From an optimization exercise on the open Yosys and OpenROAD flow, aimed at small area, a short achievable clock period and few clock cycles per item; shortcuts taken in it are not production practice.
Function was checked by simulation only, so behaviour that the tests miss may differ from the original.

**flow/design.v**
```verilog
module mul16(input [15:0] a, input [15:0] b, input [17:0] b3, output [15:0] hi);
	wire [16:0] b2 = {b, 1'b0};
	wire d0_1 = a[1:0] == 2'd1;
	wire d0_2 = a[1:0] == 2'd2;
	wire d0_3 = a[1:0] == 2'd3;
	wire pp1 = (d0_1 & b[0]) | (d0_2 & b2[0]) | (d0_3 & b3[0]);
	wire pp2 = (d0_1 & b[1]) | (d0_2 & b2[1]) | (d0_3 & b3[1]);
	wire pp3 = (d0_1 & b[2]) | (d0_2 & b2[2]) | (d0_3 & b3[2]);
	wire pp4 = (d0_1 & b[3]) | (d0_2 & b2[3]) | (d0_3 & b3[3]);
	wire pp5 = (d0_1 & b[4]) | (d0_2 & b2[4]) | (d0_3 & b3[4]);
	wire pp6 = (d0_1 & b[5]) | (d0_2 & b2[5]) | (d0_3 & b3[5]);
	wire pp7 = (d0_1 & b[6]) | (d0_2 & b2[6]) | (d0_3 & b3[6]);
	wire pp8 = (d0_1 & b[7]) | (d0_2 & b2[7]) | (d0_3 & b3[7]);
	wire pp9 = (d0_1 & b[8]) | (d0_2 & b2[8]) | (d0_3 & b3[8]);
	wire pp10 = (d0_1 & b[9]) | (d0_2 & b2[9]) | (d0_3 & b3[9]);
	wire pp11 = (d0_1 & b[10]) | (d0_2 & b2[10]) | (d0_3 & b3[10]);
	wire pp12 = (d0_1 & b[11]) | (d0_2 & b2[11]) | (d0_3 & b3[11]);
	wire pp13 = (d0_1 & b[12]) | (d0_2 & b2[12]) | (d0_3 & b3[12]);
	wire pp14 = (d0_1 & b[13]) | (d0_2 & b2[13]) | (d0_3 & b3[13]);
	wire pp15 = (d0_1 & b[14]) | (d0_2 & b2[14]) | (d0_3 & b3[14]);
	wire pp16 = (d0_1 & b[15]) | (d0_2 & b2[15]) | (d0_3 & b3[15]);
	wire pp17 = (d0_2 & b2[16]) | (d0_3 & b3[16]);
	wire pp18 = (d0_3 & b3[17]);
	wire d1_1 = a[3:2] == 2'd1;
	wire d1_2 = a[3:2] == 2'd2;
	wire d1_3 = a[3:2] == 2'd3;
	wire pp19 = (d1_1 & b[0]) | (d1_2 & b2[0]) | (d1_3 & b3[0]);
	wire pp20 = (d1_1 & b[1]) | (d1_2 & b2[1]) | (d1_3 & b3[1]);
	wire pp21 = (d1_1 & b[2]) | (d1_2 & b2[2]) | (d1_3 & b3[2]);
	wire pp22 = (d1_1 & b[3]) | (d1_2 & b2[3]) | (d1_3 & b3[3]);
	wire pp23 = (d1_1 & b[4]) | (d1_2 & b2[4]) | (d1_3 & b3[4]);
	wire pp24 = (d1_1 & b[5]) | (d1_2 & b2[5]) | (d1_3 & b3[5]);
	wire pp25 = (d1_1 & b[6]) | (d1_2 & b2[6]) | (d1_3 & b3[6]);
	wire pp26 = (d1_1 & b[7]) | (d1_2 & b2[7]) | (d1_3 & b3[7]);
	wire pp27 = (d1_1 & b[8]) | (d1_2 & b2[8]) | (d1_3 & b3[8]);
	wire pp28 = (d1_1 & b[9]) | (d1_2 & b2[9]) | (d1_3 & b3[9]);
	wire pp29 = (d1_1 & b[10]) | (d1_2 & b2[10]) | (d1_3 & b3[10]);
	wire pp30 = (d1_1 & b[11]) | (d1_2 & b2[11]) | (d1_3 & b3[11]);
	wire pp31 = (d1_1 & b[12]) | (d1_2 & b2[12]) | (d1_3 & b3[12]);
	wire pp32 = (d1_1 & b[13]) | (d1_2 & b2[13]) | (d1_3 & b3[13]);
	wire pp33 = (d1_1 & b[14]) | (d1_2 & b2[14]) | (d1_3 & b3[14]);
	wire pp34 = (d1_1 & b[15]) | (d1_2 & b2[15]) | (d1_3 & b3[15]);
	wire pp35 = (d1_2 & b2[16]) | (d1_3 & b3[16]);
	wire pp36 = (d1_3 & b3[17]);
	wire d2_1 = a[5:4] == 2'd1;
	wire d2_2 = a[5:4] == 2'd2;
	wire d2_3 = a[5:4] == 2'd3;
	wire pp37 = (d2_1 & b[0]) | (d2_2 & b2[0]) | (d2_3 & b3[0]);
	wire pp38 = (d2_1 & b[1]) | (d2_2 & b2[1]) | (d2_3 & b3[1]);
	wire pp39 = (d2_1 & b[2]) | (d2_2 & b2[2]) | (d2_3 & b3[2]);
	wire pp40 = (d2_1 & b[3]) | (d2_2 & b2[3]) | (d2_3 & b3[3]);
	wire pp41 = (d2_1 & b[4]) | (d2_2 & b2[4]) | (d2_3 & b3[4]);
	wire pp42 = (d2_1 & b[5]) | (d2_2 & b2[5]) | (d2_3 & b3[5]);
	wire pp43 = (d2_1 & b[6]) | (d2_2 & b2[6]) | (d2_3 & b3[6]);
	wire pp44 = (d2_1 & b[7]) | (d2_2 & b2[7]) | (d2_3 & b3[7]);
	wire pp45 = (d2_1 & b[8]) | (d2_2 & b2[8]) | (d2_3 & b3[8]);
	wire pp46 = (d2_1 & b[9]) | (d2_2 & b2[9]) | (d2_3 & b3[9]);
	wire pp47 = (d2_1 & b[10]) | (d2_2 & b2[10]) | (d2_3 & b3[10]);
	wire pp48 = (d2_1 & b[11]) | (d2_2 & b2[11]) | (d2_3 & b3[11]);
	wire pp49 = (d2_1 & b[12]) | (d2_2 & b2[12]) | (d2_3 & b3[12]);
	wire pp50 = (d2_1 & b[13]) | (d2_2 & b2[13]) | (d2_3 & b3[13]);
	wire pp51 = (d2_1 & b[14]) | (d2_2 & b2[14]) | (d2_3 & b3[14]);
	wire pp52 = (d2_1 & b[15]) | (d2_2 & b2[15]) | (d2_3 & b3[15]);
	wire pp53 = (d2_2 & b2[16]) | (d2_3 & b3[16]);
	wire pp54 = (d2_3 & b3[17]);
	wire d3_1 = a[7:6] == 2'd1;
	wire d3_2 = a[7:6] == 2'd2;
	wire d3_3 = a[7:6] == 2'd3;
	wire pp55 = (d3_1 & b[0]) | (d3_2 & b2[0]) | (d3_3 & b3[0]);
	wire pp56 = (d3_1 & b[1]) | (d3_2 & b2[1]) | (d3_3 & b3[1]);
	wire pp57 = (d3_1 & b[2]) | (d3_2 & b2[2]) | (d3_3 & b3[2]);
	wire pp58 = (d3_1 & b[3]) | (d3_2 & b2[3]) | (d3_3 & b3[3]);
	wire pp59 = (d3_1 & b[4]) | (d3_2 & b2[4]) | (d3_3 & b3[4]);
	wire pp60 = (d3_1 & b[5]) | (d3_2 & b2[5]) | (d3_3 & b3[5]);
	wire pp61 = (d3_1 & b[6]) | (d3_2 & b2[6]) | (d3_3 & b3[6]);
	wire pp62 = (d3_1 & b[7]) | (d3_2 & b2[7]) | (d3_3 & b3[7]);
	wire pp63 = (d3_1 & b[8]) | (d3_2 & b2[8]) | (d3_3 & b3[8]);
	wire pp64 = (d3_1 & b[9]) | (d3_2 & b2[9]) | (d3_3 & b3[9]);
	wire pp65 = (d3_1 & b[10]) | (d3_2 & b2[10]) | (d3_3 & b3[10]);
	wire pp66 = (d3_1 & b[11]) | (d3_2 & b2[11]) | (d3_3 & b3[11]);
	wire pp67 = (d3_1 & b[12]) | (d3_2 & b2[12]) | (d3_3 & b3[12]);
	wire pp68 = (d3_1 & b[13]) | (d3_2 & b2[13]) | (d3_3 & b3[13]);
	wire pp69 = (d3_1 & b[14]) | (d3_2 & b2[14]) | (d3_3 & b3[14]);
	wire pp70 = (d3_1 & b[15]) | (d3_2 & b2[15]) | (d3_3 & b3[15]);
	wire pp71 = (d3_2 & b2[16]) | (d3_3 & b3[16]);
	wire pp72 = (d3_3 & b3[17]);
	wire d4_1 = a[9:8] == 2'd1;
	wire d4_2 = a[9:8] == 2'd2;
	wire d4_3 = a[9:8] == 2'd3;
	wire pp73 = (d4_1 & b[0]) | (d4_2 & b2[0]) | (d4_3 & b3[0]);
	wire pp74 = (d4_1 & b[1]) | (d4_2 & b2[1]) | (d4_3 & b3[1]);
	wire pp75 = (d4_1 & b[2]) | (d4_2 & b2[2]) | (d4_3 & b3[2]);
	wire pp76 = (d4_1 & b[3]) | (d4_2 & b2[3]) | (d4_3 & b3[3]);
	wire pp77 = (d4_1 & b[4]) | (d4_2 & b2[4]) | (d4_3 & b3[4]);
	wire pp78 = (d4_1 & b[5]) | (d4_2 & b2[5]) | (d4_3 & b3[5]);
	wire pp79 = (d4_1 & b[6]) | (d4_2 & b2[6]) | (d4_3 & b3[6]);
	wire pp80 = (d4_1 & b[7]) | (d4_2 & b2[7]) | (d4_3 & b3[7]);
	wire pp81 = (d4_1 & b[8]) | (d4_2 & b2[8]) | (d4_3 & b3[8]);
	wire pp82 = (d4_1 & b[9]) | (d4_2 & b2[9]) | (d4_3 & b3[9]);
	wire pp83 = (d4_1 & b[10]) | (d4_2 & b2[10]) | (d4_3 & b3[10]);
	wire pp84 = (d4_1 & b[11]) | (d4_2 & b2[11]) | (d4_3 & b3[11]);
	wire pp85 = (d4_1 & b[12]) | (d4_2 & b2[12]) | (d4_3 & b3[12]);
	wire pp86 = (d4_1 & b[13]) | (d4_2 & b2[13]) | (d4_3 & b3[13]);
	wire pp87 = (d4_1 & b[14]) | (d4_2 & b2[14]) | (d4_3 & b3[14]);
	wire pp88 = (d4_1 & b[15]) | (d4_2 & b2[15]) | (d4_3 & b3[15]);
	wire pp89 = (d4_2 & b2[16]) | (d4_3 & b3[16]);
	wire pp90 = (d4_3 & b3[17]);
	wire d5_1 = a[11:10] == 2'd1;
	wire d5_2 = a[11:10] == 2'd2;
	wire d5_3 = a[11:10] == 2'd3;
	wire pp91 = (d5_1 & b[0]) | (d5_2 & b2[0]) | (d5_3 & b3[0]);
	wire pp92 = (d5_1 & b[1]) | (d5_2 & b2[1]) | (d5_3 & b3[1]);
	wire pp93 = (d5_1 & b[2]) | (d5_2 & b2[2]) | (d5_3 & b3[2]);
	wire pp94 = (d5_1 & b[3]) | (d5_2 & b2[3]) | (d5_3 & b3[3]);
	wire pp95 = (d5_1 & b[4]) | (d5_2 & b2[4]) | (d5_3 & b3[4]);
	wire pp96 = (d5_1 & b[5]) | (d5_2 & b2[5]) | (d5_3 & b3[5]);
	wire pp97 = (d5_1 & b[6]) | (d5_2 & b2[6]) | (d5_3 & b3[6]);
	wire pp98 = (d5_1 & b[7]) | (d5_2 & b2[7]) | (d5_3 & b3[7]);
	wire pp99 = (d5_1 & b[8]) | (d5_2 & b2[8]) | (d5_3 & b3[8]);
	wire pp100 = (d5_1 & b[9]) | (d5_2 & b2[9]) | (d5_3 & b3[9]);
	wire pp101 = (d5_1 & b[10]) | (d5_2 & b2[10]) | (d5_3 & b3[10]);
	wire pp102 = (d5_1 & b[11]) | (d5_2 & b2[11]) | (d5_3 & b3[11]);
	wire pp103 = (d5_1 & b[12]) | (d5_2 & b2[12]) | (d5_3 & b3[12]);
	wire pp104 = (d5_1 & b[13]) | (d5_2 & b2[13]) | (d5_3 & b3[13]);
	wire pp105 = (d5_1 & b[14]) | (d5_2 & b2[14]) | (d5_3 & b3[14]);
	wire pp106 = (d5_1 & b[15]) | (d5_2 & b2[15]) | (d5_3 & b3[15]);
	wire pp107 = (d5_2 & b2[16]) | (d5_3 & b3[16]);
	wire pp108 = (d5_3 & b3[17]);
	wire d6_1 = a[13:12] == 2'd1;
	wire d6_2 = a[13:12] == 2'd2;
	wire d6_3 = a[13:12] == 2'd3;
	wire pp109 = (d6_1 & b[0]) | (d6_2 & b2[0]) | (d6_3 & b3[0]);
	wire pp110 = (d6_1 & b[1]) | (d6_2 & b2[1]) | (d6_3 & b3[1]);
	wire pp111 = (d6_1 & b[2]) | (d6_2 & b2[2]) | (d6_3 & b3[2]);
	wire pp112 = (d6_1 & b[3]) | (d6_2 & b2[3]) | (d6_3 & b3[3]);
	wire pp113 = (d6_1 & b[4]) | (d6_2 & b2[4]) | (d6_3 & b3[4]);
	wire pp114 = (d6_1 & b[5]) | (d6_2 & b2[5]) | (d6_3 & b3[5]);
	wire pp115 = (d6_1 & b[6]) | (d6_2 & b2[6]) | (d6_3 & b3[6]);
	wire pp116 = (d6_1 & b[7]) | (d6_2 & b2[7]) | (d6_3 & b3[7]);
	wire pp117 = (d6_1 & b[8]) | (d6_2 & b2[8]) | (d6_3 & b3[8]);
	wire pp118 = (d6_1 & b[9]) | (d6_2 & b2[9]) | (d6_3 & b3[9]);
	wire pp119 = (d6_1 & b[10]) | (d6_2 & b2[10]) | (d6_3 & b3[10]);
	wire pp120 = (d6_1 & b[11]) | (d6_2 & b2[11]) | (d6_3 & b3[11]);
	wire pp121 = (d6_1 & b[12]) | (d6_2 & b2[12]) | (d6_3 & b3[12]);
	wire pp122 = (d6_1 & b[13]) | (d6_2 & b2[13]) | (d6_3 & b3[13]);
	wire pp123 = (d6_1 & b[14]) | (d6_2 & b2[14]) | (d6_3 & b3[14]);
	wire pp124 = (d6_1 & b[15]) | (d6_2 & b2[15]) | (d6_3 & b3[15]);
	wire pp125 = (d6_2 & b2[16]) | (d6_3 & b3[16]);
	wire pp126 = (d6_3 & b3[17]);
	wire d7_1 = a[15:14] == 2'd1;
	wire d7_2 = a[15:14] == 2'd2;
	wire d7_3 = a[15:14] == 2'd3;
	wire pp127 = (d7_1 & b[0]) | (d7_2 & b2[0]) | (d7_3 & b3[0]);
	wire pp128 = (d7_1 & b[1]) | (d7_2 & b2[1]) | (d7_3 & b3[1]);
	wire pp129 = (d7_1 & b[2]) | (d7_2 & b2[2]) | (d7_3 & b3[2]);
	wire pp130 = (d7_1 & b[3]) | (d7_2 & b2[3]) | (d7_3 & b3[3]);
	wire pp131 = (d7_1 & b[4]) | (d7_2 & b2[4]) | (d7_3 & b3[4]);
	wire pp132 = (d7_1 & b[5]) | (d7_2 & b2[5]) | (d7_3 & b3[5]);
	wire pp133 = (d7_1 & b[6]) | (d7_2 & b2[6]) | (d7_3 & b3[6]);
	wire pp134 = (d7_1 & b[7]) | (d7_2 & b2[7]) | (d7_3 & b3[7]);
	wire pp135 = (d7_1 & b[8]) | (d7_2 & b2[8]) | (d7_3 & b3[8]);
	wire pp136 = (d7_1 & b[9]) | (d7_2 & b2[9]) | (d7_3 & b3[9]);
	wire pp137 = (d7_1 & b[10]) | (d7_2 & b2[10]) | (d7_3 & b3[10]);
	wire pp138 = (d7_1 & b[11]) | (d7_2 & b2[11]) | (d7_3 & b3[11]);
	wire pp139 = (d7_1 & b[12]) | (d7_2 & b2[12]) | (d7_3 & b3[12]);
	wire pp140 = (d7_1 & b[13]) | (d7_2 & b2[13]) | (d7_3 & b3[13]);
	wire pp141 = (d7_1 & b[14]) | (d7_2 & b2[14]) | (d7_3 & b3[14]);
	wire pp142 = (d7_1 & b[15]) | (d7_2 & b2[15]) | (d7_3 & b3[15]);
	wire pp143 = (d7_2 & b2[16]) | (d7_3 & b3[16]);
	wire pp144 = (d7_3 & b3[17]);
	wire s145 = pp13 ^ pp29;
	wire c146 = pp13 & pp29;
	wire s147, c148;
	fa us147(pp14, pp30, pp46, s147, c148);
	wire s149, c150;
	fa us149(pp15, pp31, pp47, s149, c150);
	wire s151 = pp63 ^ pp79;
	wire c152 = pp63 & pp79;
	wire s153, c154;
	fa us153(pp16, pp32, pp48, s153, c154);
	wire s155, c156;
	fa us155(pp64, pp80, pp96, s155, c156);
	wire s157, c158;
	fa us157(pp17, pp33, pp49, s157, c158);
	wire s159, c160;
	fa us159(pp65, pp81, pp97, s159, c160);
	wire s161, c162;
	fa us161(pp18, pp34, pp50, s161, c162);
	wire s163, c164;
	fa us163(pp66, pp82, pp98, s163, c164);
	wire s165, c166;
	fa us165(pp35, pp51, pp67, s165, c166);
	wire s167 = pp83 ^ pp99;
	wire c168 = pp83 & pp99;
	wire s169, c170;
	fa us169(pp36, pp52, pp68, s169, c170);
	wire s171 = pp84 ^ pp100;
	wire c172 = pp84 & pp100;
	wire s173, c174;
	fa us173(pp53, pp69, pp85, s173, c174);
	wire s175 = pp54 ^ pp70;
	wire c176 = pp54 & pp70;
	wire s177 = pp9 ^ pp25;
	wire c178 = pp9 & pp25;
	wire s179, c180;
	fa us179(pp10, pp26, pp42, s179, c180);
	wire s181, c182;
	fa us181(pp11, pp27, pp43, s181, c182);
	wire s183 = pp59 ^ pp75;
	wire c184 = pp59 & pp75;
	wire s185, c186;
	fa us185(pp12, pp28, pp44, s185, c186);
	wire s187, c188;
	fa us187(pp60, pp76, pp92, s187, c188);
	wire s189, c190;
	fa us189(s145, pp45, pp61, s189, c190);
	wire s191, c192;
	fa us191(pp77, pp93, pp109, s191, c192);
	wire s193, c194;
	fa us193(c146, s147, pp62, s193, c194);
	wire s195, c196;
	fa us195(pp78, pp94, pp110, s195, c196);
	wire s197, c198;
	fa us197(c148, s149, s151, s197, c198);
	wire s199, c200;
	fa us199(pp95, pp111, pp127, s199, c200);
	wire s201, c202;
	fa us201(c150, c152, s153, s201, c202);
	wire s203, c204;
	fa us203(s155, pp112, pp128, s203, c204);
	wire s205, c206;
	fa us205(c154, c156, s157, s205, c206);
	wire s207, c208;
	fa us207(s159, pp113, pp129, s207, c208);
	wire s209, c210;
	fa us209(c158, c160, s161, s209, c210);
	wire s211, c212;
	fa us211(s163, pp114, pp130, s211, c212);
	wire s213, c214;
	fa us213(c162, c164, s165, s213, c214);
	wire s215, c216;
	fa us215(s167, pp115, pp131, s215, c216);
	wire s217, c218;
	fa us217(c166, c168, s169, s217, c218);
	wire s219, c220;
	fa us219(s171, pp116, pp132, s219, c220);
	wire s221, c222;
	fa us221(c170, c172, s173, s221, c222);
	wire s223, c224;
	fa us223(pp101, pp117, pp133, s223, c224);
	wire s225, c226;
	fa us225(c174, s175, pp86, s225, c226);
	wire s227, c228;
	fa us227(pp102, pp118, pp134, s227, c228);
	wire s229, c230;
	fa us229(c176, pp71, pp87, s229, c230);
	wire s231, c232;
	fa us231(pp103, pp119, pp135, s231, c232);
	wire s233, c234;
	fa us233(pp72, pp88, pp104, s233, c234);
	wire s235 = pp120 ^ pp136;
	wire c236 = pp120 & pp136;
	wire s237, c238;
	fa us237(pp89, pp105, pp121, s237, c238);
	wire s239 = pp90 ^ pp106;
	wire c240 = pp90 & pp106;
	wire s241 = pp7 ^ pp23;
	wire c242 = pp7 & pp23;
	wire s243, c244;
	fa us243(pp8, pp24, pp40, s243, c244);
	wire s245, c246;
	fa us245(s177, pp41, pp57, s245, c246);
	wire s247, c248;
	fa us247(c178, s179, pp58, s247, c248);
	wire s249, c250;
	fa us249(c180, s181, s183, s249, c250);
	wire s251, c252;
	fa us251(c182, c184, s185, s251, c252);
	wire s253, c254;
	fa us253(c186, c188, s189, s253, c254);
	wire s255, c256;
	fa us255(c190, c192, s193, s255, c256);
	wire s257, c258;
	fa us257(c194, c196, s197, s257, c258);
	wire s259, c260;
	fa us259(c198, c200, s201, s259, c260);
	wire s261, c262;
	fa us261(c202, c204, s205, s261, c262);
	wire s263, c264;
	fa us263(c206, c208, s209, s263, c264);
	wire s265, c266;
	fa us265(c210, c212, s213, s265, c266);
	wire s267, c268;
	fa us267(c214, c216, s217, s267, c268);
	wire s269, c270;
	fa us269(c218, c220, s221, s269, c270);
	wire s271, c272;
	fa us271(c222, c224, s225, s271, c272);
	wire s273, c274;
	fa us273(c226, c228, s229, s273, c274);
	wire s275, c276;
	fa us275(c230, c232, s233, s275, c276);
	wire s277, c278;
	fa us277(c234, c236, s237, s277, c278);
	wire s279, c280;
	fa us279(c238, s239, pp122, s279, c280);
	wire s281, c282;
	fa us281(c240, pp107, pp123, s281, c282);
	wire s283 = pp108 ^ pp124;
	wire c284 = pp108 & pp124;
	wire s285 = pp5 ^ pp21;
	wire c286 = pp5 & pp21;
	wire s287, c288;
	fa us287(pp6, pp22, pp38, s287, c288);
	wire s289, c290;
	fa us289(s241, pp39, pp55, s289, c290);
	wire s291, c292;
	fa us291(c242, s243, pp56, s291, c292);
	wire s293, c294;
	fa us293(c244, s245, pp73, s293, c294);
	wire s295, c296;
	fa us295(c246, s247, pp74, s295, c296);
	wire s297, c298;
	fa us297(c248, s249, pp91, s297, c298);
	wire s299, c300;
	fa us299(c250, s251, s187, s299, c300);
	wire s301, c302;
	fa us301(c252, s253, s191, s301, c302);
	wire s303, c304;
	fa us303(c254, s255, s195, s303, c304);
	wire s305, c306;
	fa us305(c256, s257, s199, s305, c306);
	wire s307, c308;
	fa us307(c258, s259, s203, s307, c308);
	wire s309, c310;
	fa us309(c260, s261, s207, s309, c310);
	wire s311, c312;
	fa us311(c262, s263, s211, s311, c312);
	wire s313, c314;
	fa us313(c264, s265, s215, s313, c314);
	wire s315, c316;
	fa us315(c266, s267, s219, s315, c316);
	wire s317, c318;
	fa us317(c268, s269, s223, s317, c318);
	wire s319, c320;
	fa us319(c270, s271, s227, s319, c320);
	wire s321, c322;
	fa us321(c272, s273, s231, s321, c322);
	wire s323, c324;
	fa us323(c274, s275, s235, s323, c324);
	wire s325, c326;
	fa us325(c276, s277, pp137, s325, c326);
	wire s327, c328;
	fa us327(c278, s279, pp138, s327, c328);
	wire s329, c330;
	fa us329(c280, s281, pp139, s329, c330);
	wire s331, c332;
	fa us331(c282, s283, pp140, s331, c332);
	wire s333, c334;
	fa us333(c284, pp125, pp141, s333, c334);
	wire s335 = pp126 ^ pp142;
	wire c336 = pp126 & pp142;
	wire [31:0] ra = {pp144, c336, c334, c332, c330, c328, c326, c324, c322, c320, c318, c316, c314, c312, c310, c308, c306, c304, c302, c300, c298, c296, c294, c292, c290, c288, c286, s285, pp4, pp3, pp2, pp1};
	wire [31:0] rb = {1'b0, pp143, s335, s333, s331, s329, s327, s325, s323, s321, s319, s317, s315, s313, s311, s309, s307, s305, s303, s301, s299, s297, s295, s293, s291, s289, s287, pp37, pp20, pp19, 1'b0, 1'b0};
	wire [31:0] pp_ = ra ^ rb;
	wire [31:0] gg_ = ra & rb;
	wire G1 = gg_[1] | (pp_[1] & gg_[0]);
	wire P1 = pp_[1] & pp_[0];
	wire G2 = gg_[3] | (pp_[3] & gg_[2]);
	wire P2 = pp_[3] & pp_[2];
	wire G3 = gg_[5] | (pp_[5] & gg_[4]);
	wire P3 = pp_[5] & pp_[4];
	wire G4 = gg_[7] | (pp_[7] & gg_[6]);
	wire P4 = pp_[7] & pp_[6];
	wire G5 = gg_[9] | (pp_[9] & gg_[8]);
	wire P5 = pp_[9] & pp_[8];
	wire G6 = gg_[11] | (pp_[11] & gg_[10]);
	wire P6 = pp_[11] & pp_[10];
	wire G7 = gg_[13] | (pp_[13] & gg_[12]);
	wire P7 = pp_[13] & pp_[12];
	wire G8 = gg_[15] | (pp_[15] & gg_[14]);
	wire P8 = pp_[15] & pp_[14];
	wire G9 = gg_[17] | (pp_[17] & gg_[16]);
	wire P9 = pp_[17] & pp_[16];
	wire G10 = gg_[19] | (pp_[19] & gg_[18]);
	wire P10 = pp_[19] & pp_[18];
	wire G11 = gg_[21] | (pp_[21] & gg_[20]);
	wire P11 = pp_[21] & pp_[20];
	wire G12 = gg_[23] | (pp_[23] & gg_[22]);
	wire P12 = pp_[23] & pp_[22];
	wire G13 = gg_[25] | (pp_[25] & gg_[24]);
	wire P13 = pp_[25] & pp_[24];
	wire G14 = gg_[27] | (pp_[27] & gg_[26]);
	wire P14 = pp_[27] & pp_[26];
	wire G15 = gg_[29] | (pp_[29] & gg_[28]);
	wire P15 = pp_[29] & pp_[28];
	wire G16 = gg_[31] | (pp_[31] & gg_[30]);
	wire P16 = pp_[31] & pp_[30];
	wire G17 = G2 | (P2 & G1);
	wire P17 = P2 & P1;
	wire G18 = G4 | (P4 & G3);
	wire P18 = P4 & P3;
	wire G19 = G6 | (P6 & G5);
	wire P19 = P6 & P5;
	wire G20 = G8 | (P8 & G7);
	wire P20 = P8 & P7;
	wire G21 = G10 | (P10 & G9);
	wire P21 = P10 & P9;
	wire G22 = G12 | (P12 & G11);
	wire P22 = P12 & P11;
	wire G23 = G14 | (P14 & G13);
	wire P23 = P14 & P13;
	wire G24 = G16 | (P16 & G15);
	wire P24 = P16 & P15;
	wire G25 = G18 | (P18 & G17);
	wire P25 = P18 & P17;
	wire G26 = G20 | (P20 & G19);
	wire P26 = P20 & P19;
	wire G27 = G22 | (P22 & G21);
	wire P27 = P22 & P21;
	wire G28 = G24 | (P24 & G23);
	wire P28 = P24 & P23;
	wire G29 = G26 | (P26 & G25);
	wire P29 = P26 & P25;
	wire G30 = G28 | (P28 & G27);
	wire P30 = P28 & P27;
	wire G31 = G30 | (P30 & G29);
	wire P31 = P30 & P29;
	wire G32 = G27 | (P27 & G29);
	wire P32 = P27 & P29;
	wire G33 = G19 | (P19 & G25);
	wire P33 = P19 & P25;
	wire G34 = G21 | (P21 & G29);
	wire P34 = P21 & P29;
	wire G35 = G23 | (P23 & G32);
	wire P35 = P23 & P32;
	wire G36 = G3 | (P3 & G17);
	wire P36 = P3 & P17;
	wire G37 = G5 | (P5 & G25);
	wire P37 = P5 & P25;
	wire G38 = G7 | (P7 & G33);
	wire P38 = P7 & P33;
	wire G39 = G9 | (P9 & G29);
	wire P39 = P9 & P29;
	wire G40 = G11 | (P11 & G34);
	wire P40 = P11 & P34;
	wire G41 = G13 | (P13 & G32);
	wire P41 = P13 & P32;
	wire G42 = G15 | (P15 & G35);
	wire P42 = P15 & P35;
	wire G43 = gg_[2] | (pp_[2] & G1);
	wire P43 = pp_[2] & P1;
	wire G44 = gg_[4] | (pp_[4] & G17);
	wire P44 = pp_[4] & P17;
	wire G45 = gg_[6] | (pp_[6] & G36);
	wire P45 = pp_[6] & P36;
	wire G46 = gg_[8] | (pp_[8] & G25);
	wire P46 = pp_[8] & P25;
	wire G47 = gg_[10] | (pp_[10] & G37);
	wire P47 = pp_[10] & P37;
	wire G48 = gg_[12] | (pp_[12] & G33);
	wire P48 = pp_[12] & P33;
	wire G49 = gg_[14] | (pp_[14] & G38);
	wire P49 = pp_[14] & P38;
	wire G50 = gg_[16] | (pp_[16] & G29);
	wire P50 = pp_[16] & P29;
	wire G51 = gg_[18] | (pp_[18] & G39);
	wire P51 = pp_[18] & P39;
	wire G52 = gg_[20] | (pp_[20] & G34);
	wire P52 = pp_[20] & P34;
	wire G53 = gg_[22] | (pp_[22] & G40);
	wire P53 = pp_[22] & P40;
	wire G54 = gg_[24] | (pp_[24] & G32);
	wire P54 = pp_[24] & P32;
	wire G55 = gg_[26] | (pp_[26] & G41);
	wire P55 = pp_[26] & P41;
	wire G56 = gg_[28] | (pp_[28] & G35);
	wire P56 = pp_[28] & P35;
	wire G57 = gg_[30] | (pp_[30] & G42);
	wire P57 = pp_[30] & P42;
	assign hi = pp_[31:16] ^ {G57, G42, G56, G35, G55, G41, G54, G32, G53, G40, G52, G34, G51, G39, G50, G29};
endmodule
module fa(input a, b, c, output s, co);
	assign s = a ^ b ^ c;
	assign co = (a & b) | (a & c) | (b & c);
endmodule
module exponential(input clk, rst, start, input [15:0] _x, output done,
                   output [1:0] intpart, output [15:0] fracpart);
	reg [3:0] st;           
	reg idle;               
	reg sh0, sh1, sh2;      
	reg term;               
	reg [15:0] b, t;
	reg [17:0] b3;          
	reg [17:0] r;
	reg [6:0] u6;            
	wire go = idle & start;
	wire [3:0] nst = go ? 4'd1 : (idle | st == 4'd9) ? 4'd0 : st + 4'd1;
	always @(posedge clk or posedge rst) begin
		if (rst) begin
			st   <= 4'd0;
			idle <= 1'b1;
			sh0  <= 1'b0;
			sh1  <= 1'b0;
			sh2  <= 1'b0;
		end else begin
			st   <= nst;
			idle <= (nst == 4'd0);
			sh0  <= (nst != 4'd0) & (nst != 4'd1) & (nst != 4'd4);
			sh1  <= (nst == 4'd1);                                
			sh2  <= (nst == 4'd4);                                
		end
	end
	always @(posedge clk) begin
		term <= (nst == 4'd1) | (nst == 4'd2) | (nst == 4'd4) |
		        (nst == 4'd5) | (nst == 4'd7) | (nst == 4'd9);  
	end
	reg [15:0] bn;
	always @(*) begin
		case (nst)
			4'd3:    bn = 16'h5555;
			4'd6:    bn = 16'h3333;
			4'd8:    bn = 16'h2AAA;
			default: bn = _x;
		endcase
	end
	wire [17:0] x3_a = {2'b00, _x};
	wire [17:0] x3_b = {1'b0, _x, 1'b0};
	wire [17:0] x3_p = x3_a ^ x3_b;
	wire [17:0] x3_g = x3_a & x3_b;
	wire x3_G1 = x3_g[1] | (x3_p[1] & x3_g[0]);
	wire x3_P1 = x3_p[1] & x3_p[0];
	wire x3_G2 = x3_g[3] | (x3_p[3] & x3_g[2]);
	wire x3_P2 = x3_p[3] & x3_p[2];
	wire x3_G3 = x3_g[5] | (x3_p[5] & x3_g[4]);
	wire x3_P3 = x3_p[5] & x3_p[4];
	wire x3_G4 = x3_g[7] | (x3_p[7] & x3_g[6]);
	wire x3_P4 = x3_p[7] & x3_p[6];
	wire x3_G5 = x3_g[9] | (x3_p[9] & x3_g[8]);
	wire x3_P5 = x3_p[9] & x3_p[8];
	wire x3_G6 = x3_g[11] | (x3_p[11] & x3_g[10]);
	wire x3_P6 = x3_p[11] & x3_p[10];
	wire x3_G7 = x3_g[13] | (x3_p[13] & x3_g[12]);
	wire x3_P7 = x3_p[13] & x3_p[12];
	wire x3_G8 = x3_g[15] | (x3_p[15] & x3_g[14]);
	wire x3_P8 = x3_p[15] & x3_p[14];
	wire x3_G9 = x3_g[17] | (x3_p[17] & x3_g[16]);
	wire x3_P9 = x3_p[17] & x3_p[16];
	wire x3_G10 = x3_G2 | (x3_P2 & x3_G1);
	wire x3_P10 = x3_P2 & x3_P1;
	wire x3_G11 = x3_G4 | (x3_P4 & x3_G3);
	wire x3_P11 = x3_P4 & x3_P3;
	wire x3_G12 = x3_G6 | (x3_P6 & x3_G5);
	wire x3_P12 = x3_P6 & x3_P5;
	wire x3_G13 = x3_G8 | (x3_P8 & x3_G7);
	wire x3_P13 = x3_P8 & x3_P7;
	wire x3_G14 = x3_G11 | (x3_P11 & x3_G10);
	wire x3_P14 = x3_P11 & x3_P10;
	wire x3_G15 = x3_G13 | (x3_P13 & x3_G12);
	wire x3_P15 = x3_P13 & x3_P12;
	wire x3_G16 = x3_G15 | (x3_P15 & x3_G14);
	wire x3_P16 = x3_P15 & x3_P14;
	wire x3_G17 = x3_G12 | (x3_P12 & x3_G14);
	wire x3_P17 = x3_P12 & x3_P14;
	wire x3_G18 = x3_G3 | (x3_P3 & x3_G10);
	wire x3_P18 = x3_P3 & x3_P10;
	wire x3_G19 = x3_G5 | (x3_P5 & x3_G14);
	wire x3_P19 = x3_P5 & x3_P14;
	wire x3_G20 = x3_G7 | (x3_P7 & x3_G17);
	wire x3_P20 = x3_P7 & x3_P17;
	wire x3_G21 = x3_G9 | (x3_P9 & x3_G16);
	wire x3_P21 = x3_P9 & x3_P16;
	wire x3_G22 = x3_g[2] | (x3_p[2] & x3_G1);
	wire x3_P22 = x3_p[2] & x3_P1;
	wire x3_G23 = x3_g[4] | (x3_p[4] & x3_G10);
	wire x3_P23 = x3_p[4] & x3_P10;
	wire x3_G24 = x3_g[6] | (x3_p[6] & x3_G18);
	wire x3_P24 = x3_p[6] & x3_P18;
	wire x3_G25 = x3_g[8] | (x3_p[8] & x3_G14);
	wire x3_P25 = x3_p[8] & x3_P14;
	wire x3_G26 = x3_g[10] | (x3_p[10] & x3_G19);
	wire x3_P26 = x3_p[10] & x3_P19;
	wire x3_G27 = x3_g[12] | (x3_p[12] & x3_G17);
	wire x3_P27 = x3_p[12] & x3_P17;
	wire x3_G28 = x3_g[14] | (x3_p[14] & x3_G20);
	wire x3_P28 = x3_p[14] & x3_P20;
	wire x3_G29 = x3_g[16] | (x3_p[16] & x3_G16);
	wire x3_P29 = x3_p[16] & x3_P16;
	wire [17:0] x3 = x3_p ^ {x3_G29, x3_G16, x3_G28, x3_G20, x3_G27, x3_G17, x3_G26, x3_G19, x3_G25, x3_G14, x3_G24, x3_G18, x3_G23, x3_G10, x3_G22, x3_G1, x3_g[0], 1'b0};
	reg [17:0] bn3;
	always @(*) begin
		case (nst)
			4'd3:    bn3 = 18'h0FFFF;    
			4'd6:    bn3 = 18'h09999;    
			4'd8:    bn3 = 18'h07FFE;    
			default: bn3 = x3;
		endcase
	end
	always @(posedge clk)
		b3 <= bn3;
	wire [15:0] ph;                      
	mul16 mul(.a(t), .b(b), .b3(b3), .hi(ph));
	wire [15:0] tn = ({16{sh0}} & ph) | ({16{sh1}} & {1'b0, ph[15:1]}) |
	                 ({16{sh2}} & {2'b00, ph[15:2]}) | ({16{idle}} & t1);
	wire [15:0] nx = ~_x;
	wire [16:1] z;
	assign z[1] = 1'b1;
	assign z[2] = nx[1];
	assign z[3] = nx[2] & nx[1];
	assign z[4] = nx[3] & z[3];
	wire z2a = nx[6] & nx[5];
	wire z2b = nx[7] & z2a;
	assign z[5] = nx[4] & z[4];
	assign z[6] = nx[5] & z[5];
	assign z[7] = z2a & z[5];
	assign z[8] = z2b & z[5];
	wire z3a = nx[9] & nx[8];
	wire z3b = nx[10] & z3a;
	wire z3c = nx[11] & z3b;
	wire z3d = nx[13] & nx[12];
	wire z3e = nx[14] & z3d;
	wire z3g = nx[15] & z3e;
	assign z[9]  = nx[8] & z[8];
	assign z[10] = z3a & z[8];
	assign z[11] = z3b & z[8];
	assign z[12] = z3c & z[8];
	assign z[13] = nx[12] & z[12];
	assign z[14] = z3d & z[12];
	assign z[15] = z3e & z[12];
	assign z[16] = z3g & z[12];
	wire [15:0] t1 = z[16] ? 16'd0 : {_x[15:1] ^ z[15:1], _x[0]};
	reg [3:0] t7;
	always @(*) begin
		if (u6 >= 7'd85) t7 = 4'd12;
		else if (u6 >= 7'd78) t7 = 4'd11;
		else if (u6 >= 7'd71) t7 = 4'd10;
		else if (u6 >= 7'd64) t7 = 4'd9;
		else if (u6 >= 7'd57) t7 = 4'd8;
		else if (u6 >= 7'd50) t7 = 4'd7;
		else if (u6 >= 7'd43) t7 = 4'd6;
		else if (u6 >= 7'd36) t7 = 4'd5;
		else if (u6 >= 7'd29) t7 = 4'd4;
		else if (u6 >= 7'd22) t7 = 4'd3;
		else if (u6 >= 7'd15) t7 = 4'd2;
		else if (u6 >= 7'd8) t7 = 4'd1;
		else t7 = 4'd0;
	end
	reg t8;
	wire [15:0] addb = idle ? {12'd0, t7} : t;
	wire cin = idle & t8;
	wire [18:0] ra_a = {r, cin};
	wire [18:0] ra_b = {2'b00, addb, cin};
	wire [18:0] ra_p = ra_a ^ ra_b;
	wire [18:0] ra_g = ra_a & ra_b;
	wire ra_G1 = ra_g[1] | (ra_p[1] & ra_g[0]);
	wire ra_P1 = ra_p[1] & ra_p[0];
	wire ra_G2 = ra_g[3] | (ra_p[3] & ra_g[2]);
	wire ra_P2 = ra_p[3] & ra_p[2];
	wire ra_G3 = ra_g[5] | (ra_p[5] & ra_g[4]);
	wire ra_P3 = ra_p[5] & ra_p[4];
	wire ra_G4 = ra_g[7] | (ra_p[7] & ra_g[6]);
	wire ra_P4 = ra_p[7] & ra_p[6];
	wire ra_G5 = ra_g[9] | (ra_p[9] & ra_g[8]);
	wire ra_P5 = ra_p[9] & ra_p[8];
	wire ra_G6 = ra_g[11] | (ra_p[11] & ra_g[10]);
	wire ra_P6 = ra_p[11] & ra_p[10];
	wire ra_G7 = ra_g[13] | (ra_p[13] & ra_g[12]);
	wire ra_P7 = ra_p[13] & ra_p[12];
	wire ra_G8 = ra_g[15] | (ra_p[15] & ra_g[14]);
	wire ra_P8 = ra_p[15] & ra_p[14];
	wire ra_G9 = ra_g[17] | (ra_p[17] & ra_g[16]);
	wire ra_P9 = ra_p[17] & ra_p[16];
	wire ra_G10 = ra_g[2] | (ra_p[2] & ra_G1);
	wire ra_P10 = ra_p[2] & ra_P1;
	wire ra_G11 = ra_G2 | (ra_P2 & ra_G1);
	wire ra_P11 = ra_P2 & ra_P1;
	wire ra_G12 = ra_g[6] | (ra_p[6] & ra_G3);
	wire ra_P12 = ra_p[6] & ra_P3;
	wire ra_G13 = ra_G4 | (ra_P4 & ra_G3);
	wire ra_P13 = ra_P4 & ra_P3;
	wire ra_G14 = ra_g[10] | (ra_p[10] & ra_G5);
	wire ra_P14 = ra_p[10] & ra_P5;
	wire ra_G15 = ra_G6 | (ra_P6 & ra_G5);
	wire ra_P15 = ra_P6 & ra_P5;
	wire ra_G16 = ra_g[14] | (ra_p[14] & ra_G7);
	wire ra_P16 = ra_p[14] & ra_P7;
	wire ra_G17 = ra_G8 | (ra_P8 & ra_G7);
	wire ra_P17 = ra_P8 & ra_P7;
	wire ra_G18 = ra_g[18] | (ra_p[18] & ra_G9);
	wire ra_P18 = ra_p[18] & ra_P9;
	wire ra_G19 = ra_g[4] | (ra_p[4] & ra_G11);
	wire ra_P19 = ra_p[4] & ra_P11;
	wire ra_G20 = ra_G3 | (ra_P3 & ra_G11);
	wire ra_P20 = ra_P3 & ra_P11;
	wire ra_G21 = ra_G12 | (ra_P12 & ra_G11);
	wire ra_P21 = ra_P12 & ra_P11;
	wire ra_G22 = ra_G13 | (ra_P13 & ra_G11);
	wire ra_P22 = ra_P13 & ra_P11;
	wire ra_G23 = ra_g[12] | (ra_p[12] & ra_G15);
	wire ra_P23 = ra_p[12] & ra_P15;
	wire ra_G24 = ra_G7 | (ra_P7 & ra_G15);
	wire ra_P24 = ra_P7 & ra_P15;
	wire ra_G25 = ra_G16 | (ra_P16 & ra_G15);
	wire ra_P25 = ra_P16 & ra_P15;
	wire ra_G26 = ra_G17 | (ra_P17 & ra_G15);
	wire ra_P26 = ra_P17 & ra_P15;
	wire ra_G27 = ra_g[8] | (ra_p[8] & ra_G22);
	wire ra_P27 = ra_p[8] & ra_P22;
	wire ra_G28 = ra_G5 | (ra_P5 & ra_G22);
	wire ra_P28 = ra_P5 & ra_P22;
	wire ra_G29 = ra_G14 | (ra_P14 & ra_G22);
	wire ra_P29 = ra_P14 & ra_P22;
	wire ra_G30 = ra_G15 | (ra_P15 & ra_G22);
	wire ra_P30 = ra_P15 & ra_P22;
	wire ra_G31 = ra_G23 | (ra_P23 & ra_G22);
	wire ra_P31 = ra_P23 & ra_P22;
	wire ra_G32 = ra_G24 | (ra_P24 & ra_G22);
	wire ra_P32 = ra_P24 & ra_P22;
	wire ra_G33 = ra_G25 | (ra_P25 & ra_G22);
	wire ra_P33 = ra_P25 & ra_P22;
	wire ra_G34 = ra_G26 | (ra_P26 & ra_G22);
	wire ra_P34 = ra_P26 & ra_P22;
	wire ra_G35 = ra_g[16] | (ra_p[16] & ra_G34);
	wire ra_P35 = ra_p[16] & ra_P34;
	wire ra_G36 = ra_G9 | (ra_P9 & ra_G34);
	wire ra_P36 = ra_P9 & ra_P34;
	wire ra_G37 = ra_G18 | (ra_P18 & ra_G34);
	wire ra_P37 = ra_P18 & ra_P34;
	wire [18:0] rs0 = ra_p ^ {ra_G36, ra_G35, ra_G34, ra_G33, ra_G32, ra_G31, ra_G30, ra_G29, ra_G28, ra_G27, ra_G22, ra_G21, ra_G20, ra_G19, ra_G11, ra_G10, ra_G1, ra_g[0], 1'b0};
	wire [17:0] racc = rs0[18:1];
	always @(posedge clk) begin
		b <= bn;
		t <= tn;                     
		if (st == 4'd9) begin        
			u6 <= ph[6:0];           
			t8 <= b >= 16'd62481;    
		end
		if (go)
			r <= 18'h0FFFF;
		else if (term)
			r <= racc;
	end
	assign done = idle;
	assign {intpart, fracpart} = racc;
endmodule
```
**flow/run.sh**
```bash
#!/bin/bash
# synth_recipe.tcl (not shown) runs the flow's synth.tcl, then flattens the netlist and writes it again
# the make line also repeats each setting of config.mk as NAME=value (left out here)
make -C /OpenROAD-flow-scripts/flow DESIGN_CONFIG=/design/flow/config.mk WORK_HOME=/design/flow/orfs CLKGATE_MAP_FILE= SYNTH_SCRIPT=/design/flow/synth_recipe.tcl finish
```
**flow/config.mk**
```make
export PLATFORM = sky130hd
export DESIGN_NAME = exponential
export DESIGN_NICKNAME = exponential
export VERILOG_FILES = /design/flow/design.v
export SDC_FILE = /design/flow/constraint.sdc
export NUM_CORES = 4
export LEC_CHECK = 0
export ABC_AREA = 1
export CAP_MARGIN = 20
export CORE_MARGIN = 2
export CORE_UTILIZATION = 40
export CTS_BUF_LIST = sky130_fd_sc_hd__clkbuf_4 sky130_fd_sc_hd__clkbuf_8
export PLACE_DENSITY = 0.6
export SETUP_SLACK_MARGIN = 3.5
export SLEW_MARGIN = 20
export SYNTH_HIERARCHICAL = 1
export SYNTH_MINIMUM_KEEP_SIZE = 0
```
**flow/constraint.sdc**
```tcl
create_clock -name core_clock -period 9.0 [get_ports {clk}]
set_input_delay 1.8000 -clock core_clock [delete_from_list [all_inputs] [get_ports {clk}]]
set_output_delay 1.8000 -clock core_clock [all_outputs]
set_load 0.01 [all_outputs]
```
==> impl_results.md <==
- Count leader, synth: nand2_1
- Crit path top cell by count: nand2_1
- 1st-iter DRT viols: 899
- Cts hold-fix bufs: 0
- Tightest Pin Transition: 0.805 ns
- Worst EP required: 7.20 ns
- Num CTS Buffers: 9
- DRT Pass-1 Iters: 7
- Layout cells sized above 1: 0.122
- Initial Util: 0.408
- Predominant post-synthesis flop cell: dfxtp_1
- Detailed-route DRC error count: 0
- Worst setup EP type: output port
- Final Critical Period: 5.34 ns
- Num ports: 38
- Worst Clk Skew: 0.0223 ns
- F_max: 187 MHz
- Hold_sp: r[8]
- DR vias: 9023
- Area grow syn2layout: 14.6%
- Initial antenna violation count: 5
- Synth Warn #: 7
- Final GP Congestion: 0.919
- IO Port Bufs: 37
- Hold Path Cell Cnt: 2
- Largest net degree at the start of global routing: 22
- Worst path top cell family by delay: buffers and inverters
- Synth top area share: 0.214
- Critical path's slowest cell: clkdlybuf4s50_1
- RSZ-0062 raised after global routing: yes
- Async set or reset register ratio after synthesis: 0.0952
- DP Worst Slack: 3.26 ns
- Die span in y: 159 um
- Status: complete, no violations
- Clock sink count: 84
- Die ar.: 25300 um2
- Peak fanout along the critical path: 5
- Top cells by area, synth: fa_1, dfxtp_1, nand2_1
- Core ar.: 23500 um2
- Vias in the first global route: 8680
- Hold Fails Final Rpt: 0
- Number of synthesized flops with an enable pin: 8
- GR Overflow Total: 0
- Number of nets still failing antenna checks after routing: 0
- Total track usage: 0.244
- Hold Path Class: reg2reg
- Area leader, netlist: fa_1
- Syn nets: 1394
- Max_cap viols: 0
- Fin. max-slew vios: 0
- Skew-Pair Late Insertion Delay: 0.38 ns
- R2R depth: 23
- Final period utilization: 0.593
- WP buf/inv: 4
- Worst-path clk slew: 0.11 ns
- Share of the yosys chip area belonging to registers: 0.188
- Clk buf depth: 2
- Dpl hpwl: 23700 um
- Crit path cell chain: buf_4 -> o41ai_2 -> nand2_1 -> nand2_1 -> nand2_1 -> nand2_1 -> nand2_1 -> fa_1 -> nand2_1 -> nand2_1 -> and2_1 -> inv_1 -> fa_1 -> inv_1 -> clkdlybuf4s50_1
- Post-Syn Instances: 1190
- Reg-to-reg critical path startpoint: t[3]
- Slowest cell delay on critical path: 0.53 ns
- Post-route setup TNS: 0 ns
- Synthesized area: 9610 um2
- Drt total wl: 31000 um
- FF-to-FF End: t[11]
- Rows: 56
- Hold path endpoint: r[8]
- Routed WL per cell: 20.0 um
- # setup viols final: 0
- CTS tree: yes
- First-pass GRT wire length: 49000 um
- Max-slew headroom: 0.462
- Nets: 1425
- Commonest cells post-synth: nand2_1, inv_1, o221ai_1, fa_1, ha_1
- Startpoint Class: flip-flop
- Syn_area_per_cell: 8.08 um2
- Vias per inst: 5.83
- CP Class: reg2out
- DIE WIDTH: 159 um
- WP data arrival: 3.54 ns
- #FFs+latches synth: 84
- Root Buffer: clkbuf_8
- Final WS setup: 3.66 ns
- Worst R2R Setup Slack: 3.66 ns
- CTS H-tree depth: 3
- Distinct cells, synth: 50
## per-module statistics from Yosys (local to each module, per instance)
module / area [um2] / flops+latches / cells inside / times used
exponential: 4810 / 84 / 599 / 1
mul16: 3150 / 0 / 508 / 1
fa: 20.0 / 0 / 1 / 83
## repair_timing
action | CTS | global route
setup endpoints to repair | 24 | 31
setup buffers | 7 | 22
cloned | 0 | 0
gates resized for setup | 23 | 84
pin swaps | 1 | 30
## cell usage in the layout (no fill, tap or decap), drive strengths merged, types with 14 or more instances in the layout
master and count:
a21oi 54, buf 35, clkdlybuf4s50 32, dfxtp 68, fa 103, ha 82, inv 135, nand2 301
nand3 40, nor2 74, o21ai 52, o221ai 118, xnor2 14, xor2 16
## logic make-up (layout without fill, tap and decap cells)
group,after synthesis,count (layout),synth area share
AND/OR/NAND/NOR,439,439,0.191
AO/OA/AOI/OAI,265,265,0.198
buffers and inverters,187,223,0.0747
adder cells (fa/ha/maj),185,185,0.321
flip-flops,84,84,0.188
XOR/XNOR,30,30,0.0273
other,0,2,0
## routing by layer
layer,up-vias,routed length (um),track usage
met2,420,13600,0.367
met1,4330,13300,0.337
met5,-,27,0
li1,4168,-,-
met4,4,1370,0.107
met3,101,2650,0.0555
## registers in the layout, summed over array words and instances, names as in the netlist
name	flops
b3	18
r	18
t	16
b	15
u6	7
st	4
idle	1
sh0	1
sh1	1
sh2	1
t8	1
term	1
## worst max path at each step
stage	start	endpoint	slack, ns	cells past startpoint
final	u6[2]	fracpart[3]	3.66	15
after global routing	t[3]	t[11]	3.39	23
after CTS	t[0]	t[4]	3.50	22
after detailed placement	t[1]	t[4]	3.26	21
after global placement	t[4]	t[13]	3.16	25
after floorplan	t[10]	t[11]	3.99	24
## per-stage QoR
stage | hold slack, ns | utilization | instances | instance area (um2)
floorplan | 0.447 | - | 1190 | 9610
global placement | 0.460 | 0.434 | 1500 | 10200
detailed placement | 0.466 | 0.434 | 1500 | 10200
CTS | 0.493 | 0.449 | 1523 | 10600
global route | 0.521 | 0.468 | 1545 | 11000
finish | 0.489 | 0.468 | 1547 | 11000
## area by class of cell
cell class	count	area (um2)
fill	2361	12500
multi-input combinational	919	7350
sequential	84	1850
timing repair buffer	72	653
inverter	135	514
tap	319	399
clock inverter	7	128
clock buffer	9	124
antenna	2	5.00
## worst min-delay path, delay by kind of cell (launching register included)
family / cells / cell delay [ns]
AO/OA/AOI/OAI: 1 / 0.07
flip-flops: 1 / 0.35
AND/OR/NAND/NOR: 1 / 0.06
Testbench counts, summed over its fixed seeds: cycles 12,006, items 1,200.

## port drivers added, routing unchanged
The results above use ideal ports. As a check the final layout listed here was re-extracted and re-timed, cells and wires unchanged.
Step 1: set_driving_cell puts a clkbuf_16 on clk and a buf_2 on each other input, an assumption about the parent block.
Step 2 also shifts input and output timing later by t, the mid clock arrival at the registers, as if the neighbouring blocks saw the same clock.
Slacks: ideal ports / drivers / drivers and shift; pairs: ideal ports / drivers.
shift t [ns]: 0.420
setup slack, ns: 3.663 / 3.618 / 3.664
worst hold slack (ns): 0.489 / 0.489 / 0.489
clock arrival spread, ns: 0.025 / 0.026
worst data-port slew with drivers (ns): 0.03
After both steps this run still meets setup and hold. For this run, drivers alone change the setup slack by -0.045 ns; drivers and shift together by +0.001 ns.
